This is an optimization exercise on Yosys and OpenROAD, whose aim is small area, not a production implementation.
Where RTL was checked, it was by simulation tests only, not by an equivalence proof against the original.
Power is estimated from default activity; no workload was simulated.

## alu
module alu (
    input clk,
    input [31:0] a,
    input [31:0] b,
    input [4:0] op,
    output reg [31:0] out,
    output wire zflag,
    output reg nflag,
    output reg cflag,
    output reg vflag,
    output wire sflag,
    output reg hflag
);
For scale: roughly 1100 cells after synthesis, ~38 flip-flops, about 110 I/O pins.
==> module alu, before the edit <==
module alu (
    input clk,
    input [31:0] a,
    input [31:0] b,
    input [4:0] op,
    output reg [31:0] out,
    output wire zflag,
    output reg nflag,
    output reg cflag,
    output reg vflag,
    output wire sflag,
    output reg hflag
);
    assign sflag = nflag ^ vflag;
    wire valid  = ~op[4] & ((~op[3] & (op[2] | op[0])) | (op[3] & ~op[2] & ~(op[1] & op[0])));
    wire op_ld  = ~op[3] & ~op[2] & ~op[1];           
    wire upd_o  = valid;
    wire upd_f  = valid & ~op_ld;
    wire op_add = ~op[2] & op[1] & op[0];             
    wire op_sub = op[2] & ~op[1] & ~op[0];            
    wire op_and = op[2] & ~op[1] & op[0];             
    wire op_or  = op[2] & op[1] & ~op[0];             
    wire op_xor = op[2] & op[1] & op[0];              
    wire op_sh  = op[3] & (op[1] | op[0]);            
    wire op_sl  = op[3] & op[0];                      
    wire op_sr  = op[3] & op[1];                      
    wire arith  = op_add | op_sub;
    wire bsel1 = op[1] | op[3] | (op[2] & op[0]);       
    wire bsel0 = ~op[1] & ~op[0] & (op[2] | op[3]);     
    wire [31:0] bb = (b & {32{bsel1}}) | (~b & {32{bsel0}});
    wire [31:0] g  = a & bb;
    wire [31:0] t  = a | bb;
    wire [31:0] q  = a ^ bb;
    wire [7:0] bg, bp;
    genvar k;
    generate
        for (k = 0; k < 8; k = k + 1) begin : blk
            assign bg[k] = g[4*k+3] | (t[4*k+3] & g[4*k+2]) | (t[4*k+3] & t[4*k+2] & g[4*k+1])
                         | (t[4*k+3] & t[4*k+2] & t[4*k+1] & g[4*k]);
            assign bp[k] = t[4*k+3] & t[4*k+2] & t[4*k+1] & t[4*k];
        end
    endgenerate
    wire [8:0] bc;
    assign bc[0] = op[2];    
    generate
        for (k = 0; k < 8; k = k + 1) begin : bcar
            assign bc[k+1] = bg[k] | (bp[k] & bc[k]);
        end
    endgenerate
    wire [32:0] c;
    generate
        for (k = 0; k < 8; k = k + 1) begin : icar
            assign c[4*k]   = bc[k];
            assign c[4*k+1] = g[4*k]   | (t[4*k]   & c[4*k]);
            assign c[4*k+2] = g[4*k+1] | (t[4*k+1] & c[4*k+1]);
            assign c[4*k+3] = g[4*k+2] | (t[4*k+2] & c[4*k+2]);
        end
    endgenerate
    assign c[32] = bc[8];
    wire [31:0] kk  = ({32{arith}} & c[31:0]) | ({32{op_or}} & g) | ({32{op_and}} & t);
    wire [31:0] sum = q ^ kk;
    wire [15:0] hg = a[15:0] & b[15:0];
    wire [15:0] ht = a[15:0] | b[15:0];
    wire [3:0] hbg, hbp;
    generate
        for (k = 0; k < 4; k = k + 1) begin : hblk
            assign hbg[k] = hg[4*k+3] | (ht[4*k+3] & hg[4*k+2]) | (ht[4*k+3] & ht[4*k+2] & hg[4*k+1])
                          | (ht[4*k+3] & ht[4*k+2] & ht[4*k+1] & hg[4*k]);
            assign hbp[k] = ht[4*k+3] & ht[4*k+2] & ht[4*k+1] & ht[4*k];
        end
    endgenerate
    wire hc1 = hbg[0];
    wire hc2 = hbg[1] | (hbp[1] & hc1);
    wire hc3 = hbg[2] | (hbp[2] & hc2);
    wire k16 = hbg[3] | (hbp[3] & hc3);
    wire [4:0] s = b[4:0] - 5'd1;
    wire sh_ok = (b[31:6] == 26'd0) & (b[5] ? (b[4:0] == 5'd0) : (b[4:0] != 5'd0));
    wire [31:0] ar;
    generate
        for (k = 0; k < 32; k = k + 1) begin : rev
            assign ar[k] = a[31-k];
        end
    endgenerate
    wire [31:0] x  = op[1] ? ar : a;
    wire [31:0] x1 = s[0] ? {x[30:0], 1'b0} : x;
    wire [31:0] x2 = s[1] ? {x1[29:0], 2'b0} : x1;
    wire [31:0] x3 = s[2] ? {x2[27:0], 4'b0} : x2;
    wire [31:0] x4 = s[3] ? {x3[23:0], 8'b0} : x3;
    wire [31:0] sh = s[4] ? {x4[15:0], 16'b0} : x4;
    wire [31:0] shr;
    generate
        for (k = 0; k < 31; k = k + 1) begin : rev2
            assign shr[k] = sh[30-k];
        end
    endgenerate
    assign shr[31] = 1'b0;
    wire en_sl = valid & op_sl & sh_ok;
    wire en_sr = valid & op_sr & sh_ok;
    wire sel_sum = valid & ~op_sh;
    wire [31:0] res = ({32{sel_sum}} & sum)
                    | ({32{en_sl}} & {sh[30:0], 1'b0})
                    | ({32{en_sr}} & shr);
    wire vv = (res[31] & ~a[31] & ~b[31]) | (~res[31] & a[31] & b[31]);
    wire n_n = res[31];
    wire v_n = (arith | op_xor | op_sh) & vv;
    wire c_n = (arith & (c[32] ^ op[2])) | (op_sh & sh_ok & sh[31]);
    wire h_n = (op_add & c[16]) | (op_sub & ~k16 & (b[15:0] != 16'd0)) | (op_sh & sh_ok & sh[15]);
    reg z_live, z_save;
    assign zflag = z_live ? (out == 32'd0) : z_save;
    wire op_ldv = valid & op_ld;
    wire [31:0] out_n = res | ({32{~upd_o}} & out);
    always @(posedge clk) begin
        out <= out_n;
        if (upd_f | op_ldv) z_live <= upd_f;
        if (op_ldv) z_save <= zflag;
        if (upd_f) begin
            nflag <= n_n;
            cflag <= c_n;
            vflag <= v_n;
            hflag <= h_n;
        end
    end
endmodule
export LEC_CHECK = 0
export ABC_AREA = 1
export CAP_MARGIN = 20
export CORE_MARGIN = 2
export CORE_UTILIZATION = 40
export CTS_BUF_LIST = sky130_fd_sc_hd__clkbuf_8
export CTS_CLUSTER_DIAMETER = 100
export CTS_CLUSTER_SIZE = 40
export SLEW_MARGIN = 20
create_clock -name core_clock -period 6.5 [get_ports {clk}]
standard.sh (not shown) runs the stock make flow with config.mk's settings and CLKGATE_MAP_FILE= SYNTH_SCRIPT=/design/flow/synth_recipe.tcl, a recipe that flattens the netlist after the stock synthesis.
==> flow/flow/run.sh <==
#!/bin/bash
# Own layout flow: the standard ORFS flow (standard.sh) with two changes:
#  - synthesis runs synth_recipe.tcl with Yosys's abc pass pointed at an
#    area-oriented ABC mapping script (flow/abc_area.script);
#  - no full/half-adder extraction before ABC (ADDER_MAP_FILE empty);
#  - the port buffers that global placement inserts are buf_1 cells.
set -euo pipefail
W=$(pwd)
{ head -1 synth_recipe.tcl; cat flow/my_abc_proc.tcl; tail -n +2 synth_recipe.tcl; } > my_synth.tcl
export MY_ABC_SCRIPT=$W/flow/abc_area.script
bash standard.sh SYNTH_SCRIPT=$W/my_synth.tcl \
  "BUFFER_PORTS_ARGS=-buffer_cell sky130_fd_sc_hd__buf_1" ADDER_MAP_FILE= finish > standard_flow.log 2>&1
==> flow/flow/abc_area.script <==
strash
dch
map -D 3000
==> flow/flow/my_abc_proc.tcl <==
# Yosys's abc pass runs the ABC script named by MY_ABC_SCRIPT instead of
# ORFS's abc_area/abc_speed script; everything else is synth_recipe.tcl.
proc abc {args} {
  if {[info exists ::env(MY_ABC_SCRIPT)] && $::env(MY_ABC_SCRIPT) ne ""} {
    set i [lsearch $args -script]
    if {$i >= 0} { set args [lreplace $args [expr {$i+1}] [expr {$i+1}] $::env(MY_ABC_SCRIPT)] }
  }
  puts "my_synth: abc [lsearch -inline -all $args *.script]"
  yosys abc {*}$args
}
Next try:
--- a/flow/design.v
+++ b/flow/design.v
@@ -4,7 +4,7 @@
     input [31:0] b,
     input [4:0] op,
     output reg [31:0] out,
-    output wire zflag,
+    output reg zflag,
     output reg nflag,
     output reg cflag,
     output reg vflag,
@@ -101,19 +101,16 @@
                     | ({32{en_sl}} & {sh[30:0], 1'b0})
                     | ({32{en_sr}} & shr);
     wire vv = (res[31] & ~a[31] & ~b[31]) | (~res[31] & a[31] & b[31]);
+    wire z_n = (res == 32'd0);
     wire n_n = res[31];
     wire v_n = (arith | op_xor | op_sh) & vv;
     wire c_n = (arith & (c[32] ^ op[2])) | (op_sh & sh_ok & sh[31]);
     wire h_n = (op_add & c[16]) | (op_sub & ~k16 & (b[15:0] != 16'd0)) | (op_sh & sh_ok & sh[15]);
-    reg z_live, z_save;
-    assign zflag = z_live ? (out == 32'd0) : z_save;
-    wire op_ldv = valid & op_ld;
     wire [31:0] out_n = res | ({32{~upd_o}} & out);
     always @(posedge clk) begin
         out <= out_n;
-        if (upd_f | op_ldv) z_live <= upd_f;
-        if (op_ldv) z_save <= zflag;
         if (upd_f) begin
+            zflag <= z_n;
             nflag <= n_n;
             cflag <= c_n;
             vflag <= v_n;
Result:
- The changed run went through all stages and came out clean
- routed wire length rose by a few percent
- final area rose slightly
- maximum frequency fell slightly
- global-route usage rose by 1.3 points
- first-iteration DRC count fell by a quarter to a third
- sequential cell count fell by 1
- clock-buffer cell count is unchanged
- area after synthesis rose slightly
- power fell by roughly a tenth
- worst setup slack gets worse by 0.053 ns
- via count rose by a few percent

== the reference run ==
The RTL this note starts from:
==> flow/design.v <==
module alu (
    input clk,
    input [31:0] a,
    input [31:0] b,
    input [4:0] op,
    output reg [31:0] out,
    output wire zflag,
    output reg nflag,
    output reg cflag,
    output reg vflag,
    output wire sflag,
    output reg hflag
);
    assign sflag = nflag ^ vflag;
    wire valid  = ~op[4] & ((~op[3] & (op[2] | op[0])) | (op[3] & ~op[2] & ~(op[1] & op[0])));
    wire op_ld  = ~op[3] & ~op[2] & ~op[1];           
    wire upd_o  = valid;
    wire upd_f  = valid & ~op_ld;
    wire op_add = ~op[2] & op[1] & op[0];             
    wire op_sub = op[2] & ~op[1] & ~op[0];            
    wire op_and = op[2] & ~op[1] & op[0];             
    wire op_or  = op[2] & op[1] & ~op[0];             
    wire op_xor = op[2] & op[1] & op[0];              
    wire op_sh  = op[3] & (op[1] | op[0]);            
    wire op_sl  = op[3] & op[0];                      
    wire op_sr  = op[3] & op[1];                      
    wire arith  = op_add | op_sub;
    wire bsel1 = op[1] | op[3] | (op[2] & op[0]);       
    wire bsel0 = ~op[1] & ~op[0] & (op[2] | op[3]);     
    wire [31:0] bb = (b & {32{bsel1}}) | (~b & {32{bsel0}});
    wire [31:0] g  = a & bb;
    wire [31:0] t  = a | bb;
    wire [31:0] q  = a ^ bb;
    genvar k, j;
    wire [15:0] bg, bp;
    wire [32:0] c;
    wire [16:0] bc;
    assign bc[0] = op[2];    
    generate
        for (k = 0; k < 16; k = k + 1) begin : blk
            wire [1:0] gg, pp;
            assign gg[0] = g[2*k];
            assign pp[0] = t[2*k];
            for (j = 1; j < 2; j = j + 1) begin : bj
                assign gg[j] = g[2*k+j] | (t[2*k+j] & gg[j-1]);
                assign pp[j] = t[2*k+j] & pp[j-1];
            end
            assign bg[k] = gg[1];
            assign bp[k] = pp[1];
            assign bc[k+1] = bg[k] | (bp[k] & bc[k]);
            assign c[2*k] = bc[k];
            for (j = 1; j < 2; j = j + 1) begin : cj
                assign c[2*k+j] = g[2*k+j-1] | (t[2*k+j-1] & c[2*k+j-1]);
            end
        end
    endgenerate
    assign c[32] = bc[16];
    wire [31:0] kk  = ({32{arith}} & c[31:0]) | ({32{op_or}} & g) | ({32{op_and}} & t);
    wire [31:0] sum = q ^ kk;
    wire [15:0] hg = a[15:0] & b[15:0];
    wire [15:0] ht = a[15:0] | b[15:0];
    wire [3:0] hbg, hbp;
    generate
        for (k = 0; k < 4; k = k + 1) begin : hblk
            assign hbg[k] = hg[4*k+3] | (ht[4*k+3] & hg[4*k+2]) | (ht[4*k+3] & ht[4*k+2] & hg[4*k+1])
                          | (ht[4*k+3] & ht[4*k+2] & ht[4*k+1] & hg[4*k]);
            assign hbp[k] = ht[4*k+3] & ht[4*k+2] & ht[4*k+1] & ht[4*k];
        end
    endgenerate
    wire hc1 = hbg[0];
    wire hc2 = hbg[1] | (hbp[1] & hc1);
    wire hc3 = hbg[2] | (hbp[2] & hc2);
    wire k16 = hbg[3] | (hbp[3] & hc3);
    wire [4:0] s = b[4:0] - 5'd1;
    wire sh_ok = (b[31:6] == 26'd0) & (b[5] ? (b[4:0] == 5'd0) : (b[4:0] != 5'd0));
    wire [31:0] ar;
    generate
        for (k = 0; k < 32; k = k + 1) begin : rev
            assign ar[k] = a[31-k];
        end
    endgenerate
    wire [31:0] x  = op[1] ? ar : a;
    wire [31:0] x1 = s[0] ? {x[30:0], 1'b0} : x;
    wire [31:0] x2 = s[1] ? {x1[29:0], 2'b0} : x1;
    wire [31:0] x3 = s[2] ? {x2[27:0], 4'b0} : x2;
    wire [31:0] x4 = s[3] ? {x3[23:0], 8'b0} : x3;
    wire [31:0] sh = s[4] ? {x4[15:0], 16'b0} : x4;
    wire [31:0] shr;
    generate
        for (k = 0; k < 31; k = k + 1) begin : rev2
            assign shr[k] = sh[30-k];
        end
    endgenerate
    assign shr[31] = 1'b0;
    wire en_sl = valid & op_sl & sh_ok;
    wire en_sr = valid & op_sr & sh_ok;
    wire sel_sum = valid & ~op_sh;
    wire [31:0] res = ({32{sel_sum}} & sum)
                    | ({32{en_sl}} & {sh[30:0], 1'b0})
                    | ({32{en_sr}} & shr);
    wire vv = (res[31] & ~a[31] & ~b[31]) | (~res[31] & a[31] & b[31]);
    wire n_n = res[31];
    wire v_n = (arith | op_xor | op_sh) & vv;
    wire c_n = (arith & (c[32] ^ op[2])) | (op_sh & sh_ok & sh[31]);
    wire h_n = (op_add & c[16]) | (op_sub & ~k16 & (b[15:0] != 16'd0)) | (op_sh & sh_ok & sh[15]);
    reg z_live, z_save;
    assign zflag = z_live ? (out == 32'd0) : z_save;
    wire op_ldv = valid & op_ld;
    wire [31:0] out_n = res | ({32{~upd_o}} & out);
    always @(posedge clk) begin
        out <= out_n;
        if (upd_f | op_ldv) z_live <= upd_f;
        if (op_ldv) z_save <= zflag;
        if (upd_f) begin
            nflag <= n_n;
            cflag <= c_n;
            vflag <= v_n;
            hflag <= h_n;
        end
    end
endmodule
clock: 6.5 ns
lec_check: 0
abc_area: 1
cap_margin: 20
core_margin: 2
core_utilization: 40
cts_buf_list: sky130_fd_sc_hd__clkbuf_8
cts_cluster_diameter: 100
cts_cluster_size: 40
slew_margin: 20
==> flow/flow/abc_area.script <==
strash
&get -n
&dch
&nf -R 1000
&put
Scripts as last shown in full above: flow/flow/run.sh, flow/flow/my_abc_proc.tcl
#### Input delta (the trial run over the reference run)
diff --git a/flow/design.v b/flow/design.v
--- a/flow/design.v
+++ b/flow/design.v
@@ -28,36 +28,38 @@
     wire bsel1 = op[1] | op[3] | (op[2] & op[0]);       
     wire bsel0 = ~op[1] & ~op[0] & (op[2] | op[3]);     
     wire [31:0] bb = (b & {32{bsel1}}) | (~b & {32{bsel0}});
     wire [31:0] g  = a & bb;
     wire [31:0] t  = a | bb;
     wire [31:0] q  = a ^ bb;
-    genvar k, j;
-    wire [15:0] bg, bp;
-    wire [32:0] c;
-    wire [16:0] bc;
+    wire [7:0] bg, bp;
+    genvar k;
+    generate
+        for (k = 0; k < 8; k = k + 1) begin : blk
+            assign bg[k] = g[4*k+3] | (t[4*k+3] & g[4*k+2]) | (t[4*k+3] & t[4*k+2] & g[4*k+1])
+                         | (t[4*k+3] & t[4*k+2] & t[4*k+1] & g[4*k]);
+            assign bp[k] = t[4*k+3] & t[4*k+2] & t[4*k+1] & t[4*k];
+        end
+    endgenerate
+    wire [8:0] bc;
     assign bc[0] = op[2];    
     generate
-        for (k = 0; k < 16; k = k + 1) begin : blk
-            wire [1:0] gg, pp;
-            assign gg[0] = g[2*k];
-            assign pp[0] = t[2*k];
-            for (j = 1; j < 2; j = j + 1) begin : bj
-                assign gg[j] = g[2*k+j] | (t[2*k+j] & gg[j-1]);
-                assign pp[j] = t[2*k+j] & pp[j-1];
-            end
-            assign bg[k] = gg[1];
-            assign bp[k] = pp[1];
+        for (k = 0; k < 8; k = k + 1) begin : bcar
             assign bc[k+1] = bg[k] | (bp[k] & bc[k]);
-            assign c[2*k] = bc[k];
-            for (j = 1; j < 2; j = j + 1) begin : cj
-                assign c[2*k+j] = g[2*k+j-1] | (t[2*k+j-1] & c[2*k+j-1]);
-            end
         end
     endgenerate
-    assign c[32] = bc[16];
+    wire [32:0] c;
+    generate
+        for (k = 0; k < 8; k = k + 1) begin : icar
+            assign c[4*k]   = bc[k];
+            assign c[4*k+1] = g[4*k]   | (t[4*k]   & c[4*k]);
+            assign c[4*k+2] = g[4*k+1] | (t[4*k+1] & c[4*k+1]);
+            assign c[4*k+3] = g[4*k+2] | (t[4*k+2] & c[4*k+2]);
+        end
+    endgenerate
+    assign c[32] = bc[8];
     wire [31:0] kk  = ({32{arith}} & c[31:0]) | ({32{op_or}} & g) | ({32{op_and}} & t);
     wire [31:0] sum = q ^ kk;
     wire [15:0] hg = a[15:0] & b[15:0];
     wire [15:0] ht = a[15:0] | b[15:0];
     wire [3:0] hbg, hbp;
     generate
--- outcome ---
- In the tables for the trial run and the reference run, arrival time of data at the critical path endpoint reads lower with the reference run.
- The clock network power share of the trial run exceeds that of the reference run by 2.4 points.
- The trial run: required time of the critical path higher than the reference run
- Comparing the trial run and the reference run, the lower critical-path maximum fanout is on the reference run.
- Diff the reference run -> the trial run | core area | increase of 53 µm²
- The post-synthesis share of cell area spent on full adders, half adders and majority gates of the reference run and that of the trial run are within noise of each other.
- The trial run vs. the reference run: total routed wire length on the met1 layer has increased, synthesized cell count has increased, cell area has decreased, post-placement cell count has decreased, final cell count without fillers has decreased.
No functional check of the RTL was part of the reference run.

-- afterwards: timing with drivers on the ports --
The flow's constraints put no driver on any port. The routed layouts listed below were extracted and timed again, unchanged, in two steps. Step 1: set_driving_cell puts a clkbuf_16 on clk and a buf_2 on each other input, an assumption about the parent block. Step 2 times the ports against the registers' clock, not the clock port: input delays grow and output delays shrink by t, the midpoint of the rising clock arrivals with the driver on. Slacks: ideal ports / drivers / drivers and shift; pairs: ideal ports / drivers.
run | t, ns | slack for setup (ns) | hold slack, ns | worst setup path at the end | latest minus earliest clock arrival (ns)
the first run of note 1 | 0.320 | 0.719 / 0.728 / 0.409 | 0.536 / 0.536 / 0.536 | input to register | 0.004 / 0.005
the second run of note 1 | 0.334 | 0.666 / 0.674 / 0.340 | 0.451 / 0.451 / 0.451 | input to register | 0.008 / 0.008
the reference run | 0.326 | 0.424 / 0.439 / 0.113 | 0.480 / 0.480 / 0.480 | input to register | 0.010 / 0.009
the trial run | 0.332 | 0.466 / 0.478 / 0.146 | 0.497 / 0.497 / 0.497 | input to register | 0.008 / 0.008
After both steps setup and hold are still met in every run listed. The setup slack of the second run of note 1, which loses most, moves by +0.008 ns with the drivers and by -0.326 ns with both steps.
